From an optimization exercise on the open Yosys and OpenROAD flow, aimed at small area, a short achievable clock period and few clock cycles; shortcuts taken in it are not production practice. Function was checked by simulation only, so behaviour that the tests miss may differ from the original. Power and IR drop assume default switching activity.

==> design/flow/design.v <==
`timescale 1ns / 1ps
module mips_core(
    input wire clk,
    input wire rst,
    output wire[31:0] imem_addr,
    input wire[31:0] imem_rdata,
    output wire[31:0] dmem_addr,
    input wire[31:0] dmem_rdata,
    output wire[31:0] dmem_wdata,
    output wire[3:0] dmem_we
    );
reg [11:0] pc;               
reg        e_we;             
reg [4:0]  e_rd;
reg        e_movz;
reg        e_add, e_clz, e_load;
reg [3:0]  e_lut;            
reg        e_srl, e_sll, e_sra;
reg        e_lw, e_lb;
reg        e_store, e_sb;
reg        e_beq, e_bne, e_bgtz, e_jimm, e_jr, e_jal;
reg [11:0] la;               
reg [11:0] e_imm;            
reg [31:0] a;                
reg [31:0] b;                
reg [31:0] s;                
reg [3:0]  st_we;
reg [31:2] st_addr;
reg [31:0] st_data;
wire [31:0] rf [0:31];
assign rf[0] = 32'b0;
integer i;
wire [31:0] sum = a + b;
function [31:0] rev32(input [31:0] x);
    integer k;
    for (k = 0; k < 32; k = k + 1) rev32[k] = x[31-k];
endfunction
wire [4:0]  shamt = e_imm[10:6];
wire        sh_f = e_sra & b[31];
wire [31:0] sh0 = e_sll ? rev32(b) : b;
wire [31:0] sh1 = shamt[0] ? {{1{sh_f}},  sh0[31:1]}  : sh0;
wire [31:0] sh2 = shamt[1] ? {{2{sh_f}},  sh1[31:2]}  : sh1;
wire [31:0] sh3 = shamt[2] ? {{4{sh_f}},  sh2[31:4]}  : sh2;
wire [31:0] sh4 = shamt[3] ? {{8{sh_f}},  sh3[31:8]}  : sh3;
wire [31:0] sh_r = shamt[4] ? {{16{sh_f}}, sh4[31:16]} : sh4;
wire [15:0] z1; wire [15:0] c1;
wire [7:0]  z2; wire [15:0] c2;
wire [3:0]  z3; wire [11:0] c3;
wire [1:0]  z4; wire [7:0]  c4;
wire        z5; wire [4:0]  c5;
genvar g;
generate
    for (g = 0; g < 16; g = g + 1) begin : clz1
        assign z1[g] = ~a[2*g+1] & ~a[2*g];
        assign c1[g] = ~a[2*g+1];
    end
    for (g = 0; g < 8; g = g + 1) begin : clz2
        assign z2[g] = z1[2*g+1] & z1[2*g];
        assign c2[2*g+1:2*g] = z1[2*g+1] ? {1'b1, c1[2*g]} : {1'b0, c1[2*g+1]};
    end
    for (g = 0; g < 4; g = g + 1) begin : clz3
        assign z3[g] = z2[2*g+1] & z2[2*g];
        assign c3[3*g+2:3*g] = z2[2*g+1] ? {1'b1, c2[4*g+1:4*g]} : {1'b0, c2[4*g+3:4*g+2]};
    end
    for (g = 0; g < 2; g = g + 1) begin : clz4
        assign z4[g] = z3[2*g+1] & z3[2*g];
        assign c4[4*g+3:4*g] = z3[2*g+1] ? {1'b1, c3[6*g+2:6*g]} : {1'b0, c3[6*g+5:6*g+3]};
    end
endgenerate
assign z5 = z4[1] & z4[0];
assign c5 = z4[1] ? {1'b1, c4[3:0]} : {1'b0, c4[7:4]};
wire [5:0] clz = z5 ? 6'd32 : {1'b0, c5};
reg [31:0] lg;
always @(*)
    for (i = 0; i < 32; i = i + 1) lg[i] = e_lut[{a[i], b[i]}];
wire [12:0] pc_inc = {1'b0, pc} + 13'd1;
wire [31:0] alu =
      ({32{e_add}}   & sum)
    | lg
    | ({32{e_srl | e_sra}} & sh_r)
    | ({32{e_sll}}   & rev32(sh_r))
    | ({32{e_clz}}   & {26'b0, clz});
reg [7:0] ld_byte;
wire st_hit = (la[11:2] == st_addr[11:2]);
wire [3:0] fwd = st_we & {4{st_hit}};
wire [31:0] mem_word = {fwd[3] ? st_data[31:24] : dmem_rdata[31:24],
                        fwd[2] ? st_data[23:16] : dmem_rdata[23:16],
                        fwd[1] ? st_data[15:8]  : dmem_rdata[15:8],
                        fwd[0] ? st_data[7:0]   : dmem_rdata[7:0]};
always @(*) begin
    case (la[1:0])
        2'd0: ld_byte = mem_word[7:0];
        2'd1: ld_byte = mem_word[15:8];
        2'd2: ld_byte = mem_word[23:16];
        default: ld_byte = mem_word[31:24];
    endcase
end
wire [31:0] ld = e_lw ? mem_word : {{24{e_lb & ld_byte[7]}}, ld_byte};
wire [31:0] wb = e_load ? ld : alu;
wire wen = e_we & ~(e_movz & (|b));
assign dmem_addr = {st_addr[31:12], e_load ? la : {st_addr[11:2], 2'b00}};
assign dmem_wdata = st_data;
assign dmem_we = e_load ? 4'b0000 : st_we;
wire [3:0] st_we_next = ~e_store ? 4'b0000 :
                        ~e_sb ? 4'b1111 : (4'b0001 << sum[1:0]);
wire lg_nz = |lg;
wire taken = (e_beq & ~lg_nz) | (e_bne & lg_nz) | (e_bgtz & ~a[31] & lg_nz)
           | e_jimm | e_jr;
wire [11:0] target = e_jimm ? e_imm : e_jr ? a[13:2] : (pc + e_imm);
wire [11:0] pc_next = taken ? target : pc_inc[11:0];
assign imem_addr = {18'b0, pc, 2'b00};
wire [31:0] ins = imem_rdata;
wire [5:0]  op = ins[31:26];
wire [5:0]  fn = ins[5:0];
wire [4:0]  rs = ins[25:21];
wire [4:0]  rt = ins[20:16];
wire [4:0]  rd = ins[15:11];
wire isr     = (op == 6'h00);
wire d_addu  = isr & (fn == 6'h21);
wire d_and   = isr & (fn == 6'h24);
wire d_or    = isr & (fn == 6'h25);
wire d_xor   = isr & (fn == 6'h26);
wire d_nor   = isr & (fn == 6'h27);
wire d_sll   = isr & (fn == 6'h00);
wire d_srl   = isr & (fn == 6'h02);
wire d_sra   = isr & (fn == 6'h03);
wire d_jr    = isr & (fn == 6'h08);
wire d_movz  = isr & (fn == 6'h0A);
wire d_clz   = (op == 6'h1C) & (fn == 6'h20);
wire d_addiu = (op == 6'h09);
wire d_andi  = (op == 6'h0C);
wire d_ori   = (op == 6'h0D);
wire d_xori  = (op == 6'h0E);
wire d_lui   = (op == 6'h0F);
wire d_lw    = (op == 6'h23);
wire d_lb    = (op == 6'h20);
wire d_lbu   = (op == 6'h24);
wire d_sw    = (op == 6'h2B);
wire d_sb    = (op == 6'h28);
wire d_beq   = (op == 6'h04);
wire d_bne   = (op == 6'h05);
wire d_bgtz  = (op == 6'h07);
wire d_j     = (op == 6'h02);
wire d_jal   = (op == 6'h03);
wire d_shift = d_sll | d_srl | d_sra;
wire d_load  = d_lw | d_lb | d_lbu;
wire d_store = d_sw | d_sb;
wire d_wr_rd = d_addu | d_and | d_or | d_xor | d_nor | d_shift | d_movz | d_clz;
wire d_wr_rt = d_addiu | d_andi | d_ori | d_xori | d_lui | d_load;
wire [4:0] d_dst = d_jal ? 5'd31 : d_wr_rd ? rd : rt;
wire d_we = (d_wr_rd | d_wr_rt | d_jal) & (d_dst != 5'd0);
wire d_sext = d_addiu | d_load | d_store;
wire d_zext = d_andi | d_ori | d_xori;
wire [12:0] d_link = {1'b0, pc} + 13'd2;
wire [31:0] d_imm = d_jal  ? {17'b0, d_link, 2'b00} :
                    d_lui  ? {ins[15:0], 16'b0} :
                    d_zext ? {16'b0, ins[15:0]} :
                             {{16{ins[15]}}, ins[15:0]};
wire d_useimm = d_sext | d_zext | d_lui | d_jal;
wire [3:0] d_lut = (d_and | d_andi) ? 4'b1000 :
                   (d_or | d_ori)   ? 4'b1110 :
                   (d_xor | d_xori | d_beq | d_bne) ? 4'b0110 :
                   d_nor            ? 4'b0001 :
                   (d_movz | d_bgtz) ? 4'b1100 :
                   (d_lui | d_jal)  ? 4'b1010 : 4'b0000;
wire [31:0] sel_rs = 32'd1 << rs;
wire [31:0] sel_rt = 32'd1 << rt;
reg  [31:0] rf_rs, rf_rt;
always @(*) begin
    rf_rs = 32'b0;
    rf_rt = 32'b0;
    for (i = 1; i < 32; i = i + 1) begin
        rf_rs = rf_rs | ({32{sel_rs[i]}} & rf[i]);
        rf_rt = rf_rt | ({32{sel_rt[i]}} & rf[i]);
    end
end
wire [31:0] rsv = (wen && e_rd == rs) ? wb : rf_rs;
wire [31:0] rtv = (wen && e_rd == rt) ? wb : rf_rt;
wire d_hold = d_load & wen & (e_rd == rs);
always @(posedge clk) if (e_store) begin
    st_addr <= sum[31:2];
    st_data <= e_sb ? {4{s[7:0]}} : s;
end
always @(posedge clk) begin
    a <= rsv;
    b <= d_useimm ? d_imm : rtv;
    la <= rf_rs[11:0] + d_imm[11:0];
    s <= rtv;
    e_rd <= d_dst;
    e_imm <= (d_hold & e_jal) ? e_imm : ins[11:0];
    e_lw <= d_lw;
    e_lb <= d_lb;
    e_sb <= d_sb;
    e_sll <= d_sll;
    e_srl <= d_srl;
    e_sra <= d_sra;
end
generate
    for (g = 1; g < 32; g = g + 1) begin : gpr
        reg [31:0] q;
        always @(posedge clk)
            if (wen && e_rd == g) q <= wb;
        assign rf[g] = q;
    end
endgenerate
always @(posedge clk or posedge rst) begin
    if (rst) begin
        pc <= 12'd0;
        st_we <= 4'b0000;
        e_we <= 1'b0;
        e_movz <= 1'b0;
        {e_add, e_clz, e_load} <= 3'b0;
        e_lut <= 4'b0000;
        {e_store, e_beq, e_bne, e_bgtz, e_jimm, e_jr, e_jal} <= 7'b0;
    end else if (d_hold) begin
        if (e_store | ~e_load) st_we <= st_we_next;
        e_we <= 1'b0;
        e_movz <= 1'b0;
        {e_add, e_clz, e_load} <= 3'b0;
        e_lut <= 4'b0000;
        {e_store, e_beq, e_bne, e_bgtz, e_jr, e_jal} <= 6'b0;
        e_jimm <= e_jal;
    end else begin
        pc <= pc_next;
        if (e_store | ~e_load) st_we <= st_we_next;
        e_we <= d_we;
        e_movz <= d_movz;
        e_add <= d_addu | d_addiu;
        e_lut <= d_lut;
        e_clz <= d_clz;
        e_load <= d_load;
        e_store <= d_store;
        e_beq <= d_beq;
        e_bne <= d_bne;
        e_bgtz <= d_bgtz;
        e_jimm <= d_j | d_jal;
        e_jr <= d_jr;
        e_jal <= d_jal;
    end
end
endmodule
==> design/flow/run.sh <==
#!/bin/bash
# synth_recipe.tcl (not shown) runs the flow's synth.tcl, then flattens the netlist and writes it again
# the make line also repeats each setting of config.mk as NAME=value (left out here)
make -C /OpenROAD-flow-scripts/flow DESIGN_CONFIG=/design/flow/config.mk WORK_HOME=/design/flow/orfs CLKGATE_MAP_FILE= SYNTH_SCRIPT=/design/flow/synth_recipe.tcl finish
==> design/flow/config.mk <==
export PLATFORM = sky130hd
export DESIGN_NAME = mips_core
export DESIGN_NICKNAME = mips_core
export VERILOG_FILES = /design/flow/design.v
export SDC_FILE = /design/flow/constraint.sdc
export NUM_CORES = 4
export LEC_CHECK = 0
export ABC_CLOCK_PERIOD_IN_PS = 4000
export CAP_MARGIN = 20
export CORE_MARGIN = 2
export CORE_UTILIZATION = 35
export CTS_CLUSTER_DIAMETER = 80
export CTS_CLUSTER_SIZE = 24
export PLACE_DENSITY = 0.5
export SETUP_SLACK_MARGIN = 5
export SLEW_MARGIN = 20
export TNS_END_PERCENT = 100
==> design/flow/constraint.sdc <==
create_clock -name core_clock -period 9.5 [get_ports {clk}]
set_input_delay 1.9000 -clock core_clock [delete_from_list [all_inputs] [get_ports {clk}]]
set_output_delay 1.9000 -clock core_clock [all_outputs]
set_load 0.01 [all_outputs]
==> impl_metrics.csv, run 1 <==
group,metric,value,unit
outcome,outcome,"finished clean",
clocking,clockRootBuffer,"clkbuf_16",
synthesis,synth_cell_types,104,
route,vias_per_cell,7.19,
setup_path,crit_slowest_cell,"or3b_4",
floorplanning,std_cell_rows,152,
global_routing,grt_max_degree,70,
synthesis,syn_inst,4968,
final_layout,drive_gt1_share,17.8,%
sta,slew_violations,0,
sta,worst_pin_slew,1.26,ns
global_routing,antenna_found_initial,31,
clocking,numCtsBuffers,84,
sta,period_share,47.6,%
final_layout,area_growth,16.4,%
setup_path,cp-start-kind,"input pin",
sta,worst_slack,4.98,ns
synthesis,synth_edf_count,1066,
setup_path,arrival,5.16,ns
route,drtIter0Drc,10900,
setup_path,crit_fanout,16,
sta,relSlewSlack,15.9,%
setup_path,rr_startpoint,"la[9]$_DFF_P_",
final_layout,final_area,70600,sq um
pwr,pwr-share-clk,31.0,%
placement,portBuffers,145,
placement,gp_congestion,0.997,
hold_path,hp-class,"reg2reg",
placement,hpwl,222,mm
floorplanning,die_w,420,um
floorplanning,die-area,177000,sq um
sta,fmax,0.221,GHz
sta,setup_viol,0,
sta,rsz0062_at_grt,"true",
setup_path,worst_path_most_repeated_cell,"nand2_1",
sta,clock_skew,0.0686,ns
synthesis,ys_seq_elements,1217,
route,wire_per_inst,46.4,um
pwr,p_seq_share,48.7,%
floorplanning,die_y,420,um
setup_path,startpoint,"imem_rdata[25]",
synthesis,synth_ff_type,"edfxtp_1",
global_routing,overflow,0,
pwr,power_frac_comb,20.3,%
sta,hold_viol_final,0,
synthesis,yosysSeqAreaShare,58.0,%
pwr,switching_share,32.8,%
pwr,p_switching,4320,uW
setup_path,crit_required,10.14,ns
global_routing,grt_pass1_vias,50200,
setup_path,max_stage_delay,0.48,ns
final_layout,nFillCells,16100,
final_layout,final_nets,5279,
setup_path,crit_chain,"clkbuf_4 -> or3b_4 -> nor2_4 -> buf_12 -> buf_4 -> a22oi_1 -> nand2_1 -> nor3_1 -> nand2_1 -> ha_1 -> and2_1 -> o21ai_0 -> o31ai_2 -> o41ai_2 -> xnor2_1",
floorplanning,coreArea,172000,sq um
route,drc,0,
setup_path,end_kind,"flip-flop",
clocking,cts_tree,"built",
route,dr.pass1.iters,10,
route,antenna_left,0,
placement,postPlaceCellArea,65700,sq um
floorplanning,io_pins,166,
setup_path,crit_type,"in2reg",
clocking,clk_latency,0.76,ns
floorplanning,initial_utilization,35.3,%
sta,fin_crit,4.52,ns
synthesis,netlist_area,60700,sq um
sta,finalSetupTns,0,ns
run,max_cap_violations,0,
global_routing,gr-usage-all-layers,38.5,%
clocking,cts_max_level,3,
clocking,clk_pin_slew,0.09,ns
sta,whs,0.439,ns
synthesis,synth_area_per_cell,12.2,sq um
placement,dp_slack,2.37,ns
global_routing,grt_pass1_wl,460,mm
hold_path,min_from,"s[5]$_DFF_P_",
pwr,intPower,8850,uW
pwr,leakagePower,0.0238,uW
pwr,power_density,187,nW/um^2
synthesis,synth_warnings,1,
route,vias,54200,
final_layout,post-route-util,41.1,%
synthesis,async_flop_share,2.63,%
clocking,cts_max_path_buffers,3,
route,routed_wl,350,mm
clocking,clock-sinks,1217,
pwr,ir_worst_vdd,0.162,mV
==> power by group through the flow <==
stage | Combinational (uW) | Clock, uW | Sequential [uW]
after global routing | 2770 | 4290 | 6410
after floorplan | 1520 | 0 | 6280
after CTS | 2540 | 4090 | 6390
final | 2680 | 4090 | 6410
after global placement | 2490 | 0 | 6510
after detailed placement | 2490 | 0 | 6520
==> path summary, 6_finish.rpt <==
check	endpoint	slack, ns	depth (start not counted)
setup / recovery	la[11]$_DFF_P_	4.98	15
max in group asynchronous	e_store$_DFF_PP0_	7.35	3
hold / removal	st_data[5]$_DFFE_PP_	0.44	0
min in group asynchronous	e_lut[1]$_DFF_PP0_	1.65	3
hold reg to reg	st_data[5]$_DFFE_PP_	0.44	0
setup reg to reg	a[27]$_DFF_P_	4.98	9
==> area by class of cell <==
class / instances / area (sq um) / share of cell area (%)
Sequential cell: 1217 / 35200 / 49.9
Inverter: 85 / 330 / 0.468
Timing Repair inverter: 3 / 22.5 / 0.0319
Timing Repair Buffer: 493 / 4530 / 6.42
Antenna cell: 16 / 40.0 / 0.0567
Multi-Input combinational cell: 3271 / 24600 / 34.9
Clock inverter: 52 / 719 / 1.02
Clock buffer: 94 / 2230 / 3.16
Tap cell: 2310 / 2890 / 4.09
==> Yosys cell counts, drive strengths merged (33+ instances only) <==
library cell / number / area (sq um)
xnor2: 50 / 438
nand2b: 34 / 213
mux2i: 63 / 643
mux2: 71 / 803
a22oi: 860 / 6460
nor4: 48 / 300
nand2: 371 / 1390
mux4: 110 / 2510
inv: 83 / 312
clkbuf: 282 / 1060
ha: 55 / 688
o21ai: 146 / 731
dfxtp: 119 / 2380
edfxtp: 1066 / 32000
nand3: 140 / 706
buf: 136 / 791
a21oi: 103 / 515
nor3: 105 / 553
a221oi: 33 / 295
a222oi: 65 / 651
nor2: 312 / 1170
nand4: 120 / 763
==> sequential cells by signal, summed over array words and instances, names as in the netlist, 4 cells and up <==
name / flops
la: 12
gpr.q: 992
b: 32
st_we: 4
e_imm: 12
st_data: 32
pc: 12
st_addr: 30
s: 32
e_lut: 4
e_rd: 5
a: 32
==> logic make-up (layout without fill, tap and decap cells) <==
| family | after synthesis | count (layout) | share of synthesized area, % |
|---|---|---|---|
| xor gates and xnor gates | 73 | 73 | 1.05 |
| AOI/OAI and AO/OA | 1555 | 1556 | 19.0 |
| other | 1 | 36 | 0.00618 |
| and+or+nand+nor | 1317 | 1320 | 10.6 |
| buffers and inverters | 503 | 727 | 3.58 |
| DFF | 1217 | 1217 | 58.0 |
| muxes | 244 | 244 | 6.52 |
| adders and majority gates | 58 | 58 | 1.23 |
==> per-layer routing <==
layer	global-route usage, %	part of all wire (%)	wire length, um	up-vias
li1	-	-	-	20500
met1	46.8	35	122000	26900
met2	57.5	42	149000	5225
met3	13.2	13	47300	1581
met4	26.6	9.0	31500	24
met5	0	0.051	179	-
==> worst max-delay path, delay by kind of cell <==
kind / cells / cell delay, ns
AND/OR/NAND/NOR: 6 / 1.27
XOR/XNOR: 1 / 0.12
buffers and inverters: 3 / 0.76
adder cells (fa/ha/maj): 1 / 0.35
AO/OA/AOI/OAI: 4 / 0.73
==> what timing repair did <==
action                                  4_1_cts  5_1_grt
buffers inserted                            111       31
cloned                                        5        4
gates resized for setup                     124       93
pin swaps                                    45       32
hold buffers                                  0        0
endpoints found under the setup margin      705      346
==> per-stage QoR <==
step	std cells	total power (uW)
final	7541	13200
after global routing	7530	13500
after CTS	7490	13000
after detailed placement	7228	9000
after global placement	7227	9010
after floorplan	4987	7800
==> layout by cell type (no fill, tap or decap), drive strengths merged, types with 19 or more instances in the layout <==
cell           instances
or3                   20
a21oi                103
dfrtp                 32
clkinv                24
xor2                  23
a211oi                32
nor2                 314
nand3                140
or2                   19
mux2i                 63
o21a                  29
nand4                120
clkdlybuf4s50        129
dfxtp                119
buf                  349
and4                  20
ha                    55
o211ai                25
inv                  104
o31ai                 23
nor4                  48
a22o                  26
or4                   24
xnor2                 50
conb                  20
nand2                371
mux2                  71
a221oi                33
nor2b                 20
and3                  27
o21ai                146
mux4                 110
nand2b                35
nor3                 105
edfxtp              1066
clkbuf               106
a222oi                65
a22oi                860
Testbench counts, summed over its fixed seeds: cycles 68,489.
==> run 2: changes to the inputs <==
--- a/design/flow/config.mk
+++ b/design/flow/config.mk
@@ -10,6 +10,6 @@
 export CORE_MARGIN = 2
-export CORE_UTILIZATION = 35
+export CORE_UTILIZATION = 40
 export CTS_CLUSTER_DIAMETER = 80
 export CTS_CLUSTER_SIZE = 24
-export PLACE_DENSITY = 0.5
+export PLACE_DENSITY = 0.55
 export SETUP_SLACK_MARGIN = 5
==> run 2 against run 1 <==
Still clean. Final area fell by 1.1%. Sequential share of layout area grew 0.57 points. Core utilization increased by 5.4 points. Die area shrank 12%. Sequential power is essentially flat.
==> impl_metrics.csv, run 2 <==
group,metric,value,unit
synthesis,synth_top_family_by_area,"compound AO/OA/AOI/OAI gates",
clocking,clock-sinks,1217,
sta,finalSetupTns,0,ns
sta,clock_skew,0.0632,ns
clocking,clk_latency,0.75,ns
route,routed_wl,332,mm
route,wl_met2,138,mm
pwr,leakagePower,0.0236,uW
outcome,outcome,"finished clean",
synthesis,synth_top_area_cell,"edfxtp_1",
setup_path,arrival,5.40,ns
sta,relSlewSlack,13.7,%
route,drc,0,
synthesis,synth_fa_ha_area_share,1.23,%
clocking,clockRootBuffer,"clkbuf_16",
setup_path,worst_path_most_repeated_cell,"nand2_1",
synthesis,netlist_area,60700,sq um
clocking,cts_max_path_buffers,3,
synthesis,yosysSeqAreaShare,58.0,%
placement,dp_slack,2.67,ns
synthesis,ys_top_cells_by_count,"edfxtp_1 (1066), a22oi_1 (860), nand2_1 (371)",
global_routing,grt_pass1_wl,442,mm
hold_path,hp-class,"reg2reg",
clocking,hold_buffers,0,
final_layout,nFillCells,13500,
floorplanning,io_pins,166,
sta,worst_pin_slew,1.28,ns
setup_path,max_stage_delay,0.54,ns
floorplanning,initial_utilization,40.4,%
final_layout,regMostFlops,"gpr.q",
final_layout,post-route-util,46.5,%
floorplanning,die_w,393,um
placement,portBuffers,145,
sta,setup_viol,0,
route,vias_per_cell,7.47,
sta,period_share,50.4,%
final_layout,drive_gt1_share,17.3,%
floorplanning,std_cell_rows,142,
route,wl_met1,110,mm
route,vias,54000,
clocking,cts_max_level,3,
synthesis,synth-simple-area-share,10.6,%
clocking,cts_tree,"built",
route,wire_per_inst,46.0,um
synthesis,synth_cell_types,104,
clocking,numCtsBuffers,77,
setup_path,rr_startpoint,"b[27]$_DFF_P_",
setup_path,crit_chain,"clkbuf_4 -> or3_4 -> nor2_4 -> buf_4 -> a22oi_1 -> nand2_1 -> nor3_1 -> nand2_1 -> ha_1 -> and2_1 -> o21ai_0 -> o31ai_1 -> o41ai_1 -> xnor2_1",
global_routing,grt_pass1_vias,50600,
final_layout,multi_input_area,24600,sq um
setup_path,end_kind,"flip-flop",
route,drtIter0Drc,11200,
placement,gp_congestion,1.04,
synthesis,synth_warnings,1,
pwr,power_density,183,nW/um^2
final_layout,regArea,35200,sq um
route,maxUsedRoutingLayer,"met5",
global_routing,grt_max_degree,71,
synthesis,ys_seq_elements,1217,
clocking,clk_pin_slew,0.09,ns
placement,hpwl,205,mm
route,antenna_left,0,
synthesis,synth_compound_area_share,19.0,%
sta,fin_crit,4.79,ns
final_layout,largest_register_ffs,992,
synthesis,synth_most_common_cell,"edfxtp_1",
sta,worst_slack,4.71,ns
floorplanning,die-area,155000,sq um
route,dr_wl_met3,49.4,mm
synthesis,async_flop_share,2.63,%
setup_path,crit_required,10.11,ns
run,max_cap_violations,0,
sta,rsz0062_at_grt,"true",
setup_path,crit_fanout,21,
synthesis,synthTopCellsByArea,"edfxtp_1 (53%), a22oi_1 (11%), dfxtp_1 (3.9%), mux4_2 (3.8%), nand2_1 (2.3%)",
synthesis,synth_edf_count,1066,
synthesis,synth_mux_area_share,6.52,%
setup_path,cp-start-kind,"input pin",
synthesis,synth-xor-area-share,1.05,%
global_routing,antenna_found_initial,24,
global_routing,overflow,0,
sta,fmax,0.209,GHz
final_layout,final_nets,5269,
hold_path,min_from,"s[3]$_DFF_P_",
setup_path,crit_slowest_cell,"buf_4",
final_layout,final_cell_mix,"edfxtp_1 (1066), a22oi_1 (856), nand2_1 (359)",
pwr,ir_worst_vdd,0.151,mV
setup_path,startpoint,"imem_rdata[25]",
sta,slew_violations,0,
floorplanning,coreArea,150000,sq um
final_layout,area_growth,15.1,%
setup_path,crit_type,"in2reg",
floorplanning,die_y,393,um
sta,hold_viol_final,0,
synthesis,synth_area_per_cell,12.2,sq um
synthesis,synth_ff_type,"edfxtp_1",
route,dr.pass1.iters,13,
synthesis,syn_inst,4968,
synthesis,synth_top_area_share,52.8,%
global_routing,gr-usage-all-layers,41.5,%
final_layout,final_common_cell,"edfxtp_1",
-- run 2: area by class of cell --
| cell class | count | share of cell area (%) |
|---|---|---|
| Timing Repair inverter | 2 | 0.0179 |
| Inverter | 85 | 0.478 |
| Antenna cell | 20 | 0.0717 |
| Clock buffer | 85 | 2.86 |
| Multi-Input combinational cell | 3269 | 35.3 |
| Clock inverter | 41 | 0.785 |
| Tap cell | 2016 | 3.61 |
| Sequential cell | 1217 | 50.4 |
| Timing Repair Buffer | 493 | 6.50 |
-- run 2: stage by stage --
stage | power [uW] | cell area [sq um] | hold WS, ns | cells
4_1_cts | 12600 | 69400 | 0.443 | 7190
3_5_place_dp | 8990 | 65300 | 0.419 | 6935
6_report | 12800 | 69800 | 0.439 | 7228
2_1_floorplan | 7800 | 61100 | 0.408 | 4987
5_1_grt | 13100 | 69800 | 0.455 | 7212
3_3_place_gp | 9000 | 65300 | 0.421 | 6935
-- run 2: cells by family after synthesis --
family | count (synthesis)
other cells | 1
simple gates | 1317
fa+ha+maj | 58
compound gates | 1555
buf+inv | 503
xor+xnor | 73
mux | 244
flops | 1217
-- run 2: metal layers --
layer,track usage [%],up-vias
met3,16.4,1844
met4,32.6,26
met5,0.708,-
met1,48.5,26200
met2,60.7,5528
li1,-,20400
-- run 2: critical path, delay by kind of cell --
kind	cells	cell delay (ns)
fa+ha+maj	1	0.38
simple gates	6	1.38
compound gates	4	0.84
buf+inv	2	0.72
xor+xnor	1	0.14
-- run 2: final timing paths --
| check | endpoint | slack [ns] | depth (start not counted) |
|---|---|---|---|
| worst max-delay path | la[11]$_DFF_P_ | 4.71 | 14 |
| worst min-delay path | st_data[3]$_DFFE_PP_ | 0.44 | 0 |
| worst max register to register | s[28]$_DFF_P_ | 4.77 | 9 |
| worst min register to register | st_data[3]$_DFFE_PP_ | 0.44 | 0 |
| max in group asynchronous | e_load$_DFF_PP0_ | 7.40 | 3 |
| min in group asynchronous | e_store$_DFF_PP0_ | 1.64 | 3 |
-- run 2: report_power, final --
part / total [uW] / switching, uW / internal [uW]
Clock: 3690 / 2060 / 1630
Sequential: 6410 / 361 / 6040
Combinational: 2700 / 1760 / 941
Total: 12800 / 4190 / 8610
-- run 2: timing repair --
action	in CTS	in global routing
cloned	4	2
buffers inserted	125	16
pin swaps	43	22
endpoints found under the setup margin	634	325
gates resized for setup	115	91
==> run 3: changes to the inputs <==
--- a/design/flow/design.v
+++ b/design/flow/design.v
@@ -20,4 +20,3 @@
 reg        e_store, e_sb;
-reg        e_beq, e_bne, e_bgtz, e_jimm, e_jr, e_jal;
-reg [11:0] la;               
+reg        e_beq, e_bne, e_bgtz, e_jimm, e_jr;
 reg [11:0] e_imm;            
@@ -83,3 +82,3 @@
 reg [7:0] ld_byte;
-wire st_hit = (la[11:2] == st_addr[11:2]);
+wire st_hit = (st_addr[11:2] == sum[11:2]);
 wire [3:0] fwd = st_we & {4{st_hit}};
@@ -90,3 +89,3 @@
 always @(*) begin
-    case (la[1:0])
+    case (sum[1:0])
         2'd0: ld_byte = mem_word[7:0];
@@ -100,3 +99,3 @@
 wire wen = e_we & ~(e_movz & (|b));
-assign dmem_addr = {st_addr[31:12], e_load ? la : {st_addr[11:2], 2'b00}};
+assign dmem_addr = {st_addr[31:12], e_load ? sum[11:0] : {st_addr[11:2], 2'b00}};
 assign dmem_wdata = st_data;
@@ -178,3 +177,2 @@
 wire [31:0] rtv = (wen && e_rd == rt) ? wb : rf_rt;
-wire d_hold = d_load & wen & (e_rd == rs);
 always @(posedge clk) if (e_store) begin
@@ -186,6 +184,5 @@
     b <= d_useimm ? d_imm : rtv;
-    la <= rf_rs[11:0] + d_imm[11:0];
     s <= rtv;
     e_rd <= d_dst;
-    e_imm <= (d_hold & e_jal) ? e_imm : ins[11:0];
+    e_imm <= ins[11:0];
     e_lw <= d_lw;
@@ -213,11 +210,3 @@
         e_lut <= 4'b0000;
-        {e_store, e_beq, e_bne, e_bgtz, e_jimm, e_jr, e_jal} <= 7'b0;
-    end else if (d_hold) begin
-        if (e_store | ~e_load) st_we <= st_we_next;
-        e_we <= 1'b0;
-        e_movz <= 1'b0;
-        {e_add, e_clz, e_load} <= 3'b0;
-        e_lut <= 4'b0000;
-        {e_store, e_beq, e_bne, e_bgtz, e_jr, e_jal} <= 6'b0;
-        e_jimm <= e_jal;
+        {e_store, e_beq, e_bne, e_bgtz, e_jimm, e_jr} <= 6'b0;
     end else begin
@@ -237,3 +226,2 @@
         e_jr <= d_jr;
-        e_jal <= d_jal;
     end
--- a/design/flow/config.mk
+++ b/design/flow/config.mk
@@ -10,8 +10,8 @@
 export CORE_MARGIN = 2
-export CORE_UTILIZATION = 40
+export CORE_UTILIZATION = 35
 export CTS_CLUSTER_DIAMETER = 80
 export CTS_CLUSTER_SIZE = 24
-export PLACE_DENSITY = 0.55
+export PLACE_DENSITY = 0.5
 export SETUP_SLACK_MARGIN = 5
 export SLEW_MARGIN = 20
-export TNS_END_PERCENT = 100
+export TNS_END_PERCENT = 5
==> run 3 against run 2 <==
Still clean on timing, DRC and antenna. Fmax fell by 6.6%. Combinational power fell by 2%. Synthesized cell count fell by 11%.
==> impl_metrics.csv, run 3 <==
group,metric,value,unit
floorplanning,die-area,166000,sq um
floorplanning,io_pins,166,
setup_path,rr_startpoint,"b[13]$_DFF_P_",
synthesis,synth_area_per_cell,12.9,sq um
final_layout,final_nets,4737,
sta,period_share,54.0,%
sta,fin_crit,5.13,ns
final_layout,drive_gt1_share,17.8,%
synthesis,ys_top_cells_by_count,"edfxtp_1 (1054), a22oi_1 (431), nor2_1 (305)",
placement,dp_slack,3.20,ns
sta,setup_viol,0,
sta,fmax,0.195,GHz
sta,rsz0062_at_grt,"true",
setup_path,crit_slowest_cell,"nor3_1",
clocking,clk_latency,0.75,ns
placement,gp_congestion,1.08,
placement,portBuffers,145,
global_routing,grt_pass1_vias,47100,
synthesis,synth_most_common_cell,"edfxtp_1",
final_layout,largest_register_ffs,992,
final_layout,final_common_cell,"edfxtp_1",
clocking,cts_max_path_buffers,3,
route,vias,49900,
floorplanning,initial_utilization,35.2,%
sta,relSlewSlack,5.27,%
sta,clock_skew,0.0636,ns
outcome,outcome,"finished clean",
pwr,pwr-share-clk,29.7,%
global_routing,antenna_found_initial,23,
sta,worst_slack,4.37,ns
global_routing,overflow,0,
synthesis,synth_warnings,1,
route,vias_per_cell,7.25,
pwr,switching_share,32.1,%
final_layout,final_cell_mix,"edfxtp_1 (1054), a22oi_1 (431), buf_4 (273)",
floorplanning,die_w,408,um
sta,finalSetupTns,0,ns
synthesis,synth_top_area_share,55.4,%
placement,hpwl,192,mm
clocking,clock-sinks,1204,
global_routing,grt_pass1_wl,419,mm
pwr,intPower,8570,uW
setup_path,crit_fanout,18,
route,wire_per_inst,46.1,um
sta,hold_viol_final,0,
sta,worst_pin_slew,1.41,ns
route,drc,0,
clocking,clk_pin_slew,0.10,ns
clocking,cts_tree,"built",
run,max_cap_violations,0,
setup_path,end_kind,"flip-flop",
setup_path,crit_chain,"clkdlybuf4s50_1 -> nand2b_2 -> nor2_4 -> buf_4 -> buf_4 -> a22o_1 -> a221oi_1 -> nand4_1 -> nor3_1 -> o22ai_1",
pwr,p_seq_share,49.4,%
pwr,ir_worst_vdd,0.148,mV
final_layout,nFillCells,15100,
sta,slew_violations,0,
pwr,power_frac_comb,20.9,%
route,dr.pass1.iters,11,
synthesis,synth_edf_count,1054,
setup_path,r2r_slack,4.38,ns
hold_path,min_path_cells,0,
synthesis,synthTopCellsByArea,"edfxtp_1 (55%), a22oi_1 (5.7%), dfxtp_1 (4.2%), a221oi_1 (3.7%), a22o_1 (3.6%)",
floorplanning,coreArea,162000,sq um
hold_path,hp-class,"reg2reg",
setup_path,crit_family,"simple AND/OR/NAND/NOR gates",
setup_path,crit_type,"in2reg",
final_layout,regMostFlops,"gpr.q",
final_layout,area_growth,16.8,%
synthesis,yosysSeqAreaShare,60.9,%
setup_path,max_stage_delay,0.77,ns
floorplanning,die_y,408,um
setup_path,crit_required,10.03,ns
setup_path,r2r_cells,9,
route,antenna_left,0,
synthesis,netlist_area,57100,sq um
setup_path,cp-start-kind,"input pin",
pwr,power_density,189,nW/um^2
hold_path,min_from,"s[2]$_DFF_P_",
synthesis,synth_cell_types,101,
clocking,cts_max_level,3,
synthesis,synth_ff_type,"edfxtp_1",
route,routed_wl,317,mm
hold_path,min_to,"st_data[2]$_DFFE_PP_",
synthesis,ys_seq_elements,1204,
setup_path,worstReg2RegEnd,"a[21]$_DFF_P_",
pwr,leakagePower,0.0218,uW
synthesis,async_flop_share,2.57,%
placement,placed_cells,6570,
final_layout,layoutNonFillerInstCount,6879,
clocking,clockRootBuffer,"clkbuf_16",
setup_path,worst_path_most_repeated_cell,"buf_4",
route,drtIter0Drc,9959,
global_routing,grt_max_degree,64,
synthesis,syn_inst,4429,
global_routing,gr-usage-all-layers,36.8,%
clocking,numCtsBuffers,76,
synthesis,synth_top_area_cell,"edfxtp_1",
setup_path,crit_buf_inv,3,
pwr,p_switching,4060,uW
clocking,hold_buffers,0,
floorplanning,std_cell_rows,148,
setup_path,arrival,5.65,ns
==> run 3: cells by family after synthesis <==
kind of cell	after synthesis	synth area share (%)
AO/OA/AOI/OAI	1508	20.3
flip-flops	1204	60.9
AND/OR/NAND/NOR	972	8.44
buffers and inverters	459	3.33
multiplexers	166	4.71
XOR/XNOR	73	1.22
adder cells (fa/ha/maj)	46	1.03
other	1	0.00656
==> run 3: worst reg2reg max path, cell delays in order, from the launching register on <==
cell and delay [ns]:
dfxtp_1 0.54, nor4_1 0.41, nand4_1 0.57, o21ai_0 0.58, nand2_1 0.28, nor4_2 0.32, buf_4 0.54, buf_4 0.64
nor3_1 0.26, a21oi_1 0.80
==> run 3: worst max path at each step <==
stage | from | to | slack, ns | depth (start not counted)
floorplan | b[31]$_DFF_P_ | gpr[2].q[0]$_DFFE_PP_ | 4.56 | 7
global placement | a[3]$_DFF_P_ | gpr[25].q[30]$_DFFE_PP_ | 3.25 | 11
detailed placement | a[3]$_DFF_P_ | gpr[14].q[30]$_DFFE_PP_ | 3.20 | 11
CTS | b[0]$_DFF_P_ | dmem_addr[6] | 4.70 | 8
global route | b[11]$_DFF_P_ | gpr[5].q[22]$_DFFE_PP_ | 4.46 | 8
finish | imem_rdata[21] | a[7]$_DFF_P_ | 4.37 | 10
==> run 3: area by class of cell <==
cell class / instances / area (sq um) / share of cell area (%)
sequential: 1204 / 34900 / 52.2
multi-input combinational: 2787 / 22000 / 32.9
tap: 2175 / 2720 / 4.08
antenna: 20 / 50.0 / 0.0750
timing repair inverter: 19 / 140 / 0.210
clock inverter: 41 / 548 / 0.821
inverter: 89 / 414 / 0.621
clock buffer: 96 / 2040 / 3.06
timing repair buffer: 448 / 3990 / 5.98
==> run 3: what timing repair did <==
action                                   CTS  global route
gates cloned                              17             4
gates resized for setup                  193            64
pin swaps                                 33            26
endpoints found under the setup margin  1174          1314
setup buffers                             78            51
==> run 3: metal layers <==
layer	track usage (%)	up-vias	share of wire, %
met4	27.5	18	9.7
met5	0.345	-	0.038
met2	53.5	5019	42
met1	42.9	24700	34
met3	16.0	1521	15
li1	-	18600	-
==> run 3: per-stage QoR <==
step,hold slack [ns],total power [uW],util (%),area (sq um)
after floorplan,0.408,7510,-,57200
after global placement,0.420,8580,38.1,61800
after detailed placement,0.421,8570,38.1,61800
after CTS,0.430,12500,40.6,66000
after global routing,0.445,12900,41.1,66700
final,0.443,12600,41.1,66700
==> run 3: power by group through the flow <==
stage	Sequential (uW)	Combinational, uW	Clock [uW]
6_report	6250	2640	3750
5_1_grt	6250	2730	3910
4_1_cts	6230	2480	3760
3_5_place_dp	6350	2220	0
3_3_place_gp	6350	2220	0
2_1_floorplan	6210	1310	0
Testbench counts of run 3, summed over its fixed seeds: cycles 68,379.
==> run 4: changes to the inputs <==
--- a/design/flow/config.mk
+++ b/design/flow/config.mk
@@ -16,2 +16,2 @@
 export SLEW_MARGIN = 20
-export TNS_END_PERCENT = 5
+export TNS_END_PERCENT = 100
==> run 4 against run 3 <==
Largest power group unchanged. Largest cell class unchanged. Synthesized cell count is the same. Fmax is 7.1% higher. Clock power barely moved. Power rose by 2.0%. Still clean on timing, DRC and antenna. Combinational power rose by 9.1%. Non-clock buffer count is 110 higher. Sequential cell count did not move. Die area stayed put. Via count rose by 2.1%.
==> impl_metrics.csv, run 4 <==
group,metric,value,unit
pwr,pwr-share-clk,29.1,%
setup_path,cp-start-kind,"flip-flop",
route,dr_wl_met3,49.6,mm
run,max_cap_violations,0,
route,dr.pass1.iters,13,
route,maxUsedRoutingLayer,"met5",
clocking,cts_max_level,3,
synthesis,synthTopCellsByArea,"edfxtp_1 (55%), a22oi_1 (5.7%), dfxtp_1 (4.2%), a221oi_1 (3.7%), a22o_1 (3.6%)",
pwr,leakagePower,0.0226,uW
outcome,outcome,"finished clean",
pwr,power_frac_comb,22.4,%
clocking,cts_max_path_buffers,3,
setup_path,r2r_slack,4.73,ns
synthesis,synth_warnings,1,
final_layout,final_cell_mix,"edfxtp_1 (1054), a22oi_1 (430), buf_4 (331)",
final_layout,area_growth,20.2,%
route,wire_per_inst,46.3,um
clocking,clockRootBuffer,"clkbuf_16",
floorplanning,coreArea,162000,sq um
floorplanning,io_pins,166,
route,drc,0,
synthesis,yosysSeqAreaShare,60.9,%
sta,fmax,0.209,GHz
route,vias_per_cell,7.27,
synthesis,ys_top_cells_by_count,"edfxtp_1 (1054), a22oi_1 (431), nor2_1 (305)",
sta,fin_crit,4.79,ns
global_routing,grt_pass1_vias,47700,
floorplanning,die-area,166000,sq um
setup_path,crit_chain,"ha_4 -> buf_4 -> a211o_1 -> a31oi_4 -> buf_6 -> buf_6 -> a21oi_4 -> xor2_2 -> mux2_4 -> buf_6",
synthesis,synth_top_area_share,55.4,%
setup_path,crit_type,"reg2out",
route,wl_met1,108,mm
synthesis,synth_most_common_cell,"edfxtp_1",
clocking,clk_pin_slew,0.10,ns
synthesis,synth_ff_type,"edfxtp_1",
global_routing,antenna_found_initial,19,
global_routing,gr-usage-all-layers,37.3,%
pwr,power_density,188,nW/um^2
sta,worst_pin_slew,1.26,ns
synthesis,syn_inst,4429,
clocking,cts_tree,"built",
synthesis,synth_top_area_cell,"edfxtp_1",
final_layout,drive_gt1_share,21.5,%
floorplanning,die_y,408,um
route,vias,50900,
synthesis,synth_area_per_cell,12.9,sq um
clocking,clk_latency,0.75,ns
final_layout,largest_register_ffs,992,
synthesis,async_flop_share,2.57,%
setup_path,crit_fanout,4,
setup_path,crit_required,7.60,ns
synthesis,netlist_area,57100,sq um
sta,finalSetupTns,0,ns
synthesis,ys_seq_elements,1204,
placement,portBuffers,145,
pwr,switching_share,32.4,%
setup_path,worst_path_most_repeated_cell,"buf_6",
floorplanning,std_cell_rows,148,
global_routing,grt_pass1_wl,424,mm
pwr,ir_worst_vdd,0.149,mV
route,routed_wl,324,mm
floorplanning,initial_utilization,35.2,%
sta,slew_violations,0,
sta,setup_viol,0,
placement,gp_congestion,1.08,
clocking,clock-sinks,1204,
pwr,p_seq_share,48.5,%
hold_path,hp-class,"reg2reg",
pwr,intPower,8720,uW
route,antenna_left,0,
sta,rsz0062_at_grt,"true",
floorplanning,die_w,408,um
global_routing,overflow,0,
synthesis,synth_cell_types,101,
setup_path,end_kind,"output pin",
global_routing,grt_max_degree,64,
setup_path,max_stage_delay,0.40,ns
sta,hold_viol_final,0,
clocking,numCtsBuffers,76,
pwr,power.total,12900,uW
setup_path,crit_slowest_cell,"dfxtp_4",
final_layout,final_nets,4871,
pwr,p_switching,4170,uW
final_layout,final_common_cell,"edfxtp_1",
sta,relSlewSlack,15.7,%
placement,hpwl,192,mm
sta,period_share,50.4,%
sta,clock_skew,0.0611,ns
route,wl_met2,134,mm
synthesis,synth_edf_count,1054,
route,drtIter0Drc,10400,
final_layout,regMostFlops,"gpr.q",
setup_path,arrival,2.89,ns
-- run 4: worst max-delay path, delay by kind of cell, from the launching register on --
family / cells / cell delay [ns]
AOI/OAI and AO/OA: 3 / 0.62
xor gates and xnor gates: 1 / 0.20
adders and majority gates: 1 / 0.18
buffers and inverters: 4 / 0.48
DFF: 1 / 0.40
muxes: 1 / 0.27
-- run 4: per-stage QoR --
step | instances | hold WS, ns | worst slack (ns) | instance area (sq um) | util (%)
5_1_grt | 6996 | 0.445 | 4.67 | 68600 | 42.3
3_5_place_dp | 6570 | 0.421 | 3.20 | 61800 | 38.1
3_3_place_gp | 6570 | 0.420 | 3.25 | 61800 | 38.1
2_1_floorplan | 4448 | 0.408 | 4.56 | 57200 | -
4_1_cts | 6875 | 0.430 | 4.71 | 66900 | 41.2
6_report | 7006 | 0.438 | 4.71 | 68700 | 42.3
-- run 4: power groups by stage --
stage               logic (uW)  clock network [uW]  registers (uW)
global placement          2220                   0            6350
global route              2970                3920            6250
finish                    2880                3750            6250
detailed placement        2220                   0            6350
floorplan                 1310                   0            6210
CTS                       2570                3760            6230
-- run 4: area by class of cell --
| type | count | area [sq um] |
|---|---|---|
| antenna | 13 | 32.5 |
| clock buffer | 96 | 2040 |
| clock inverter | 41 | 548 |
| fill | 14900 | 93700 |
| inverter | 89 | 419 |
| multi-input combinational | 2791 | 22600 |
| sequential | 1204 | 34900 |
| tap | 2175 | 2720 |
| timing repair buffer | 558 | 5180 |
| timing repair inverter | 39 | 293 |
-- run 4: cells by family after synthesis --
group / synth area share, %
compound gates: 20.3
flops: 60.9
simple gates: 8.44
buf+inv: 3.33
mux: 4.71
xor+xnor: 1.22
fa+ha+maj: 1.03
other cells: 0.00656
-- run 4: what timing repair did --
action,4_1_cts,5_1_grt
pin swaps,62,57
cloned,25,23
endpoints found under the setup margin,1174,1354
hold buffers,0,0
resized for setup,290,174
setup buffers,143,95
-- run 4: path summary, 6_finish.rpt --
| check | start | endpoint | cells past startpoint |
|---|---|---|---|
| worst max register to register | a[1]$_DFF_P_ | gpr[30].q[26]$_DFFE_PP_ | 17 |
| max in group asynchronous | rst | st_we[0]$_DFFE_PP0P_ | 3 |
| worst min register to register | s[2]$_DFF_P_ | st_data[2]$_DFFE_PP_ | 0 |
| worst min-delay path | s[2]$_DFF_P_ | st_data[2]$_DFFE_PP_ | 0 |
| min in group asynchronous | rst | e_we$_DFF_PP0_ | 3 |
| worst max-delay path | b[0]$_DFF_P_ | dmem_addr[7] | 10 |
-- run 4: metal layers --
layer	global-route usage (%)	vias up
met5	0.172	-
met4	28.5	28
met3	16.1	1648
met2	54.2	5329
met1	43.4	25000
li1	-	18900

-- afterwards: timing with drivers on the ports --
Ports are ideal in the flow. The routed layouts listed here were re-timed in OpenROAD.
Step 1, drivers: a clkbuf_16 drives clk and a buf_2 each remaining input, both assumed.
Step 2 also shifts input and output timing later by t, the mid clock arrival at the registers, as if the neighbouring blocks saw the same clock.
a / b / c = ideal / step 1 / step 2; a / b = the first two.
| run | t, ns | slack for setup (ns) | latest minus earliest clock arrival (ns) | worst slew at a driven data input, ns |
|---|---|---|---|---|
| run 1 | 0.809 | 4.975 / 4.924 / 4.115 | 0.068 / 0.068 | 0.12 |
| run 2 | 0.787 | 4.708 / 4.642 / 3.855 | 0.070 / 0.070 | 0.22 |
| run 3 | 0.805 | 4.371 / 4.376 / 3.623 | 0.063 / 0.063 | 0.05 |
| run 4 | 0.803 | 4.713 / 4.630 / 4.020 | 0.061 / 0.061 | 0.06 |
After both steps setup and hold are still met in every run listed. For run 1, which loses most, drivers alone change the setup slack by -0.051 ns; drivers and shift together by -0.860 ns.
